This design comes from an exercise in tuning for small area and a short achievable clock period on the open sky130 flow, not from production work. Function was not checked in any run shown here: the RTL went through the layout flow alone.

## flow/design.v (module list and top-level ports; edited modules follow where they fit)
// module IEEE754_Mult: 1111 lines
// module fa: 4 lines
module IEEE754_Mult
(
	input clock,
	input resetn,
	input [31:0] a,
	input [31:0] b,
	output [31:0] y
);
  // ...
==> flow/flow/run.sh <==
#!/bin/bash
set -euo pipefail
bash standard.sh SETUP_SLACK_MARGIN=7 TNS_END_PERCENT=1 "BUFFER_PORTS_ARGS=-buffer_cell sky130_fd_sc_hd__buf_2"  finish > standard.log 2>&1
==> flow/standard.sh <==
#!/bin/bash
# synth_recipe.tcl (not shown) runs the flow's synth.tcl, then flattens the netlist and writes it again
# the make line also repeats each setting of config.mk as NAME=value (left out here)
make -C /OpenROAD-flow-scripts/flow DESIGN_CONFIG=/design/flow/config.mk WORK_HOME=/design/flow/orfs CLKGATE_MAP_FILE= SYNTH_SCRIPT=/design/flow/synth_recipe.tcl "${@:-finish}"
==> flow/config.mk <==
export PLATFORM = sky130hd
export DESIGN_NAME = IEEE754_Mult
export DESIGN_NICKNAME = IEEE754_Mult
export VERILOG_FILES = /design/flow/design.v
export SDC_FILE = /design/flow/constraint.sdc
export NUM_CORES = 4
export LEC_CHECK = 0
export CAP_MARGIN = 20
export CORE_MARGIN = 2
export CORE_UTILIZATION = 40
export CTS_BUF_LIST = sky130_fd_sc_hd__clkbuf_8 sky130_fd_sc_hd__clkbuf_16
export SETUP_SLACK_MARGIN = 5
export SLEW_MARGIN = 20
export SYNTH_HIERARCHICAL = 1
==> flow/constraint.sdc <==
create_clock -name core_clock -period 11.0 [get_ports {clock}]
set_input_delay 2.2000 -clock core_clock [delete_from_list [all_inputs] [get_ports {clock}]]
set_output_delay 2.2000 -clock core_clock [all_outputs]
set_load 0.01 [all_outputs]
==> implementation parameters, run 1 <==
Parameter                              Value

Critical path
  Minimum setup slack among reg-to-reg paths ... 6560 ps
  Crit path cell chain ... nand3_2, and4_2, or3_4, mux4_2, o311a_1, buf_2
  Destination of the worst register-to-register timing path ... bg0$_DFF_P_
  Largest stage delay on the critical path ... 420 ps
  Depth of the worst register-to-register path ... 16
  Critical Path Start ... c23$_DFF_P_
  Kind of launch point of the worst setup path ... flop
  Critical Path End Type ... primary output

Outcome
  Run status ... finished clean

Final layout
  Non-clock buffer total of the final layout ... 189
  Register fraction of the total cell area ... 12.5%
  Combined area of the multi-input logic cells ... 13200 sq um
  Non-Clock Buffer Area Fraction ... 9.99%
  Num sequential ... 112
  Max reg flops ... 23
  Fill count ... 3678
  Multi-input gate share of total cell area ... 70.8%

Place
  Dpl cells ... 2081
  Setup slack after placement ... 5880 ps
  Final GP Congestion ... 0.877
  Number of buffer cells added on primary ports ... 97

Yosys
  Number of flops mapped to enable cells by yosys ... 0
  Synth Area in XOR/XNOR ... 18.4%
  Post-synthesis average cell area ... 10.2 sq um
  Largest cells by area after synthesis ... fa_1, xnor2_1, dfxtp_1
  Dominant cell by count in the synthesized netlist ... xnor2_1
  Post-Syn Area ... 15900 sq um
  Multiplexer share of the synthesized area ... 0.331%

Flow run
  Number of violations of the max-capacitance limit ... 0

Hold path
  Class of the most critical hold timing path ... flop to flop
  Startpoint of the most critical hold path ... e1[0]$_DFF_P_

Clock tree
  Post-CTS setup repair buffer count ... 12
  Clock latency (worst-skew pair) ... 390 ps
  Clock-pin slew reported for the worst setup and hold paths after clock tree synthesis ... 110 ps
  Number of hold buffers added after CTS ... 0

GRT
  GRT met1 Usage ... 34.0%
  Global-route wire length before repair ... 77.2 mm

Detailed routing
  Via count ... 12885

Die
  Placeable Area ... 39500 sq um

Timing
  Final hold violation count ... 0
==> run 2: changes to the inputs <==
--- a/flow/design.v
+++ b/flow/design.v
@@ -1021,92 +1021,110 @@
 	wire lG974 = lG959 | (lT960 & lG952);
 	wire lG975 = lo_g[16] | (lo_t[16] & lG974);
 	wire lG976 = lG923 | (lT924 & lG974);
 	wire lG977 = lG943 | (lT944 & lG974);
 	wire lG978 = lG945 | (lT946 & lG974);
 	wire lG979 = lG961 | (lT962 & lG974);
 	wire lG980 = lG963 | (lT964 & lG974);
 	wire lG981 = lG965 | (lT966 & lG974);
-	wire [6:0] b0_s = {1'b0, c867, c865, c863, c861, c859, c857} + {1'b0, s868, s866, s864, s862, s860, s858};
-	wire [6:0] b1_s = {1'b0, c879, c877, c875, c873, c871, c869} + {1'b0, s880, s878, s876, s874, s872, s870};
-	wire [6:0] b2_s = {1'b0, c891, c889, c887, c885, c883, c881} + {1'b0, s892, s890, s888, s886, s884, s882};
-	wire [6:0] b3_s = {1'b0, c903, c901, c899, c897, c895, c893} + {1'b0, s904, s902, s900, s898, s896, s894};
-	wire [1:0] b4_s = {1'b0, c905} + {1'b0, s906};
+	wire [4:0] b0_s = {1'b0, c863, c861, c859, c857} + {1'b0, s864, s862, s860, s858};
+	wire [4:0] b1_s = {1'b0, c871, c869, c867, c865} + {1'b0, s872, s870, s868, s866};
+	wire [4:0] b2_s = {1'b0, c879, c877, c875, c873} + {1'b0, s880, s878, s876, s874};
+	wire [4:0] b3_s = {1'b0, c887, c885, c883, c881} + {1'b0, s888, s886, s884, s882};
+	wire [4:0] b4_s = {1'b0, c895, c893, c891, c889} + {1'b0, s896, s894, s892, s890};
+	wire [4:0] b5_s = {1'b0, c903, c901, c899, c897} + {1'b0, s904, s902, s900, s898};
+	wire [1:0] b6_s = {1'b0, c905} + {1'b0, s906};
 	reg        z2, s2;
 	reg [7:0]  e2;
 	reg c23;
-	reg [5:0] bs0;
+	reg [3:0] bs0;
 	reg bg0;
 	reg bp0;
-	reg [5:0] bs1;
+	reg [3:0] bs1;
 	reg bg1;
 	reg bp1;
-	reg [5:0] bs2;
+	reg [3:0] bs2;
 	reg bg2;
 	reg bp2;
-	reg [5:0] bs3;
+	reg [3:0] bs3;
 	reg bg3;
 	reg bp3;
-	reg [0:0] bs4;
+	reg [3:0] bs4;
+	reg bg4;
+	reg bp4;
+	reg [3:0] bs5;
+	reg bg5;
+	reg bp5;
+	reg [0:0] bs6;
 	always @(posedge clock) begin
 		z2 <= !resetn || z1;
 		s2 <= s1;
 		e2 <= e1;
 		c23 <= lG981;
-		bs0 <= b0_s[5:0];
-		bg0 <= b0_s[6];
-		bp0 <= &({c867, c865, c863, c861, c859, c857} ^ {s868, s866, s864, s862, s860, s858});
-		bs1 <= b1_s[5:0];
-		bg1 <= b1_s[6];
-		bp1 <= &({c879, c877, c875, c873, c871, c869} ^ {s880, s878, s876, s874, s872, s870});
-		bs2 <= b2_s[5:0];
-		bg2 <= b2_s[6];
-		bp2 <= &({c891, c889, c887, c885, c883, c881} ^ {s892, s890, s888, s886, s884, s882});
-		bs3 <= b3_s[5:0];
-		bg3 <= b3_s[6];
-		bp3 <= &({c903, c901, c899, c897, c895, c893} ^ {s904, s902, s900, s898, s896, s894});
-		bs4 <= b4_s[0:0];
+		bs0 <= b0_s[3:0];
+		bg0 <= b0_s[4];
+		bp0 <= &({c863, c861, c859, c857} ^ {s864, s862, s860, s858});
+		bs1 <= b1_s[3:0];
+		bg1 <= b1_s[4];
+		bp1 <= &({c871, c869, c867, c865} ^ {s872, s870, s868, s866});
+		bs2 <= b2_s[3:0];
+		bg2 <= b2_s[4];
+		bp2 <= &({c879, c877, c875, c873} ^ {s880, s878, s876, s874});
+		bs3 <= b3_s[3:0];
+		bg3 <= b3_s[4];
+		bp3 <= &({c887, c885, c883, c881} ^ {s888, s886, s884, s882});
+		bs4 <= b4_s[3:0];
+		bg4 <= b4_s[4];
+		bp4 <= &({c895, c893, c891, c889} ^ {s896, s894, s892, s890});
+		bs5 <= b5_s[3:0];
+		bg5 <= b5_s[4];
+		bp5 <= &({c903, c901, c899, c897} ^ {s904, s902, s900, s898});
+		bs6 <= b6_s[0:0];
 	end
 	wire cb0 = c23;
-	wire [5:0] bi0 = bs0 + 6'd1;
+	wire [3:0] bi0 = bs0 + 4'd1;
 	wire r0_0 = cb0 ? bi0[0] : bs0[0];
 	wire r0_1 = cb0 ? bi0[1] : bs0[1];
 	wire r0_2 = cb0 ? bi0[2] : bs0[2];
 	wire r0_3 = cb0 ? bi0[3] : bs0[3];
-	wire r0_4 = cb0 ? bi0[4] : bs0[4];
-	wire r0_5 = cb0 ? bi0[5] : bs0[5];
 	wire cb1 = bg0 | (cb0 & bp0);
-	wire [5:0] bi1 = bs1 + 6'd1;
+	wire [3:0] bi1 = bs1 + 4'd1;
 	wire r1_0 = cb1 ? bi1[0] : bs1[0];
 	wire r1_1 = cb1 ? bi1[1] : bs1[1];
 	wire r1_2 = cb1 ? bi1[2] : bs1[2];
 	wire r1_3 = cb1 ? bi1[3] : bs1[3];
-	wire r1_4 = cb1 ? bi1[4] : bs1[4];
-	wire r1_5 = cb1 ? bi1[5] : bs1[5];
 	wire cb2 = bg1 | (cb1 & bp1);
-	wire [5:0] bi2 = bs2 + 6'd1;
+	wire [3:0] bi2 = bs2 + 4'd1;
 	wire r2_0 = cb2 ? bi2[0] : bs2[0];
 	wire r2_1 = cb2 ? bi2[1] : bs2[1];
 	wire r2_2 = cb2 ? bi2[2] : bs2[2];
 	wire r2_3 = cb2 ? bi2[3] : bs2[3];
-	wire r2_4 = cb2 ? bi2[4] : bs2[4];
-	wire r2_5 = cb2 ? bi2[5] : bs2[5];
 	wire cb3 = bg2 | (cb2 & bp2);
-	wire [5:0] bi3 = bs3 + 6'd1;
+	wire [3:0] bi3 = bs3 + 4'd1;
 	wire r3_0 = cb3 ? bi3[0] : bs3[0];
 	wire r3_1 = cb3 ? bi3[1] : bs3[1];
 	wire r3_2 = cb3 ? bi3[2] : bs3[2];
 	wire r3_3 = cb3 ? bi3[3] : bs3[3];
-	wire r3_4 = cb3 ? bi3[4] : bs3[4];
-	wire r3_5 = cb3 ? bi3[5] : bs3[5];
 	wire cb4 = bg3 | (cb3 & bp3);
-	wire [0:0] bi4 = bs4 + 1'd1;
+	wire [3:0] bi4 = bs4 + 4'd1;
 	wire r4_0 = cb4 ? bi4[0] : bs4[0];
-	wire [24:0] m2 = {r4_0, r3_5, r3_4, r3_3, r3_2, r3_1, r3_0, r2_5, r2_4, r2_3, r2_2, r2_1, r2_0, r1_5, r1_4, r1_3, r1_2, r1_1, r1_0, r0_5, r0_4, r0_3, r0_2, r0_1, r0_0};
+	wire r4_1 = cb4 ? bi4[1] : bs4[1];
+	wire r4_2 = cb4 ? bi4[2] : bs4[2];
+	wire r4_3 = cb4 ? bi4[3] : bs4[3];
+	wire cb5 = bg4 | (cb4 & bp4);
+	wire [3:0] bi5 = bs5 + 4'd1;
+	wire r5_0 = cb5 ? bi5[0] : bs5[0];
+	wire r5_1 = cb5 ? bi5[1] : bs5[1];
+	wire r5_2 = cb5 ? bi5[2] : bs5[2];
+	wire r5_3 = cb5 ? bi5[3] : bs5[3];
+	wire cb6 = bg5 | (cb5 & bp5);
+	wire [0:0] bi6 = bs6 + 1'd1;
+	wire r6_0 = cb6 ? bi6[0] : bs6[0];
+	wire [24:0] m2 = {r6_0, r5_3, r5_2, r5_1, r5_0, r4_3, r4_2, r4_1, r4_0, r3_3, r3_2, r3_1, r3_0, r2_3, r2_2, r2_1, r2_0, r1_3, r1_2, r1_1, r1_0, r0_3, r0_2, r0_1, r0_0};
 	wire [7:0]  e2p1 = e2 + 8'd1;
 	wire        sh = m2[24] & ~z2;
 	wire        nsh = ~m2[24] & ~z2;
 	wire [7:0]  ey = ({8{sh}} & e2p1) | ({8{nsh}} & e2);
 	wire [22:0] my = ({23{sh}} & m2[23:1]) | ({23{nsh}} & m2[22:0]);
 	assign y = {s2 & ~z2, ey, my};
 endmodule
 module fa (input a, input b, input c, output s, output co);
==> run 2 against run 1 <==
Compared with the run above: die area increased by 1.3%; synthesized area increased by 1.3%; critical path depth increased by 7; register-to-register slack got worse by 30 ps; sequential share of layout area increased by 0.27 points; routed wire length decreased by 2.7%.
==> implementation parameters, run 2 <==
Parameter                              Value

Detailed routing
  Remaining antenna violation count after routing ... 0
  Final WL ... 51.1 mm
  Average wire per cell in the routed design ... 23.6 um
  1st-pass router iterations ... 7
  Violation count after the first detailed-route iteration ... 1358
  Post-route DRC violation count ... 0
  Via count ... 12942 (+0.44%)
  Drt via density ... 5.97

Place
  Number of buffer cells added on primary ports ... 97 (unchanged)
  Area after detailed placement ... 17000 sq um
  Final GP Congestion ... 0.868 (-1.0%)
  Detailed Place HPWL ... 33.4 mm

Timing
  Final count of negative-setup-slack endpoints ... 0
  Summed negative setup slack over all endpoints ... 0 ps
  Unrepaired setup endpoints after global routing ... yes
  Worst relative slew slack ... 58.9%
  Final setup skew ... 16.9 ps
  Part of the cycle the worst path needs ... 40.6%
  Maximum frequency from static timing analysis ... 224 MHz
  Final critical delay including setup and external delays ... 4470 ps
  Slew Viols, Final ... 0
  Final hold violation count ... 0 (unchanged)
  Slew at the pin with the worst max-slew slack ... 616 ps

Clock tree
  Clock tree from TritonCTS ... built
  Maximum count of clock buffers along a single path ... 2
  Clock sink total ... 116
  H-tree levels ... 4
  Root Buffer Master ... clkbuf_16
  Clock latency (worst-skew pair) ... 430 ps (+40 ps)
  Clock-pin slew reported for the worst setup and hold paths after clock tree synthesis ... 70 ps (-40 ps)
  Number of hold buffers added after CTS ... 0 (unchanged)
  Cts bufs inserted ... 17

Final layout
  Max reg flops ... 23 (unchanged)
  Layout cells sized above 1 ... 19.2%
  Most common cell after layout, fill and taps aside ... xnor2_1
  Largest register by flop count ... ma
  Synthesis-to-finish area growth ... 16.2%
  Biggest regs ... ma: 23 flops, one: 12 flops, two: 12 flops
  Fill count ... 3685 (+0.19%)
  Cell area after layout ... 18700 sq um
  Fin nets ... 2032
  Commonest non-fill, non-tap cells in the layout ... xnor2_1, fa_1, a22oi_1

GRT
  Via count of the first global-routing pass ... 13277
  Leftover overflow at the end of global routing ... 0
  Maximum number of pins on one net before global-route repair ... 37
  Global-route wire length before repair ... 78.7 mm (+1.9%)
  Antenna violations before repair ... 1
  GRT Util Overall ... 24.5%

Critical path
  Critical Path End Type ... flop
  Number of buffers and inverters on the critical path ... 1
  Endpoint arrival time on the critical path ... 4780 ps
  CP Class ... flop to flop
  Cell seen most often among critical-path stages ... fa_1
  Required time reported for the critical path endpoint ... 11310 ps
  Max stage delay cell, worst path ... fa_1
  Crit path cell chain ... buf_4, a22oi_2, xnor2_1, fa_1, fa_1, fa_2, fa_1, fa_1, nor2_1, nor2_1, nand3_1, or4_4, o21ai_4
  Largest delay share family, worst path ... adder cells
  Kind of launch point of the worst setup path ... flop
  Maximum fanout along the worst path ... 13
  Largest stage delay on the critical path ... 540 ps (+120 ps)

Yosys
  Number of distinct library cell variants in the gate-level netlist after synthesis ... 47
  Warnings, synthesis ... 7
  Leading post-synthesis cells by instance count ... xnor2_1, a22oi_1, fa_1
  Dominant cell by count in the synthesized netlist ... xnor2_1
  Number of nets in the synthesized netlist ... 1976
  Post-Syn Area ... 16100 sq um (+1.3%)
  Seq cells post-synth ... 116
  Share of Yosys cell area claimed by the top area cell type ... 32.7%
  Post-Syn Instances ... 1573
  Share of the yosys chip area belonging to registers ... 14.4%
  Largest cells by area after synthesis ... fa_1, xnor2_1, dfxtp_1
  Largest area contributor in the netlist ... fa_1
  Post-synthesis average cell area ... 10.2 sq um (+0.51%)
  Most used flip-flop cell after synthesis ... dfxtp_1
  Share of synthesized registers carrying an async set or reset ... 0%
  Number of flops mapped to enable cells by yosys ... 0 (unchanged)

Die
  Starting utilization of the core area ... 40.5%
  Boundary pin count ... 98
  Overall die area ... 41900 sq um
  Chip width ... 205 um
  Vertical die dimension ... 205 um
  Placeable Area ... 39700 sq um (+0.69%)
  Standard-cell rows ... 73

Outcome
  Run status ... finished clean

Hold path
  Class of the most critical hold timing path ... flop to flop

Flow run
  Number of violations of the max-capacitance limit ... 0 (unchanged)
[run 2: cell count changes after synthesis, sizes merged, moves of 6 or more]
cell	change
o21ai	+15
nor2b	+11
nand4	-8
xnor2	-8
o21bai	-7
a21o	-6
mux2	+6
nand2b	+6
[run 2: worst register-to-register path, cell delays in order (launching register included)]
cell	delay, ps
dfxtp_4	420
buf_4	160
a22oi_2	160
xnor2_1	160
fa_1	480
fa_1	510
fa_2	390
fa_1	470
fa_1	540
nor2_1	80
nor2_1	150
nand3_1	140
or4_4	450
o21ai_4	240
[run 2: cell families after synthesis]
family	Yosys count	synth area share, %
multiplexers	6	0.420
XOR/XNOR	322	17.5
adder cells (fa/ha/maj)	341	38.7
AND/OR/NAND/NOR	175	5.84
AO/OA/AOI/OAI	391	17.6
buffers and inverters	222	5.47
flip-flops	116	14.4
[run 2: final cells by class]
| type | count | area [sq um] | share of cell area [%] |
|---|---|---|---|
| inverter | 72 | 270 | 1.44 |
| tap | 525 | 657 | 3.51 |
| multi-input combinational | 1239 | 13200 | 70.5 |
| antenna | 1 | 2.50 | 0.0134 |
| sequential | 116 | 2400 | 12.8 |
| timing repair buffer | 183 | 1580 | 8.46 |
| clock buffer | 17 | 425 | 2.27 |
| clock inverter | 15 | 181 | 0.970 |
[run 2: routing by layer]
layer | global-route usage [%] | up-vias | part of all wire, %
met1 | 34.0 | 6571 | 42
met2 | 38.0 | 747 | 46
met5 | 0 | - | 0
met4 | 6.94 | 0 | 2.3
met3 | 6.06 | 81 | 10
li1 | - | 5543 | -
[run 2: through the flow]
| stage | instances | hold WS, ps | worst slack (ps) | util, % |
|---|---|---|---|---|
| after floorplan | 1573 | 310 | 6900 | - |
| after global placement | 2091 | 310 | 5500 | 42.9 |
| after detailed placement | 2091 | 312 | 5360 | 42.9 |
| after CTS | 2147 | 327 | 6530 | 46.0 |
| after global routing | 2167 | 331 | 6480 | 47.1 |
| final | 2168 | 326 | 6530 | 47.1 |
[run 2: what timing repair did]
item | CTS | global route
cloned | 6 | 4
endpoints found under the setup margin | 59 | 57
setup buffers | 18 | 16
resized for setup | 89 | 57
pin swaps | 26 | 19
[run 2: path summary, 6_finish.rpt]
path,startpoint,end,slack [ps],depth (start not counted)
min reg2reg,e1[4]$_DFF_P_,e2[4]$_DFF_P_,330,0
max,two[0]$_DFF_P_,c23$_DFF_P_,6530,13
max reg2reg,two[0]$_DFF_P_,c23$_DFF_P_,6530,13
min,e1[4]$_DFF_P_,e2[4]$_DFF_P_,330,0
[run 2: Yosys stat by module, one instance, submodules excluded]
module        cell area [sq um]  cells inside
IEEE754_Mult              11000          1317
fa                         20.0             1

-- port drivers added, routing unchanged --
How much do the figures lean on ideal ports? The routed layouts below were timed once more, with nothing changed but the port constraints. Step 1, drivers: a clkbuf_16 drives clock and a buf_2 each remaining input, both assumed. Step 2 moves the port delays by t, midway between the first and last clock arrival at a register: inputs arrive t later, outputs are due t later. That takes back most of the time a late clock gives input paths. Slacks: ideal / step 1 / step 2; pairs: ideal / step 1.
| run | t (ns) | setup slack, ns | worst data-port slew with drivers (ns) |
|---|---|---|---|
| run 1 | 0.428 | 6.541 / 6.489 / 6.559 | 0.04 |
| run 2 | 0.465 | 6.529 / 6.506 / 6.529 | 0.05 |
After both steps setup and hold are still met in every run listed.
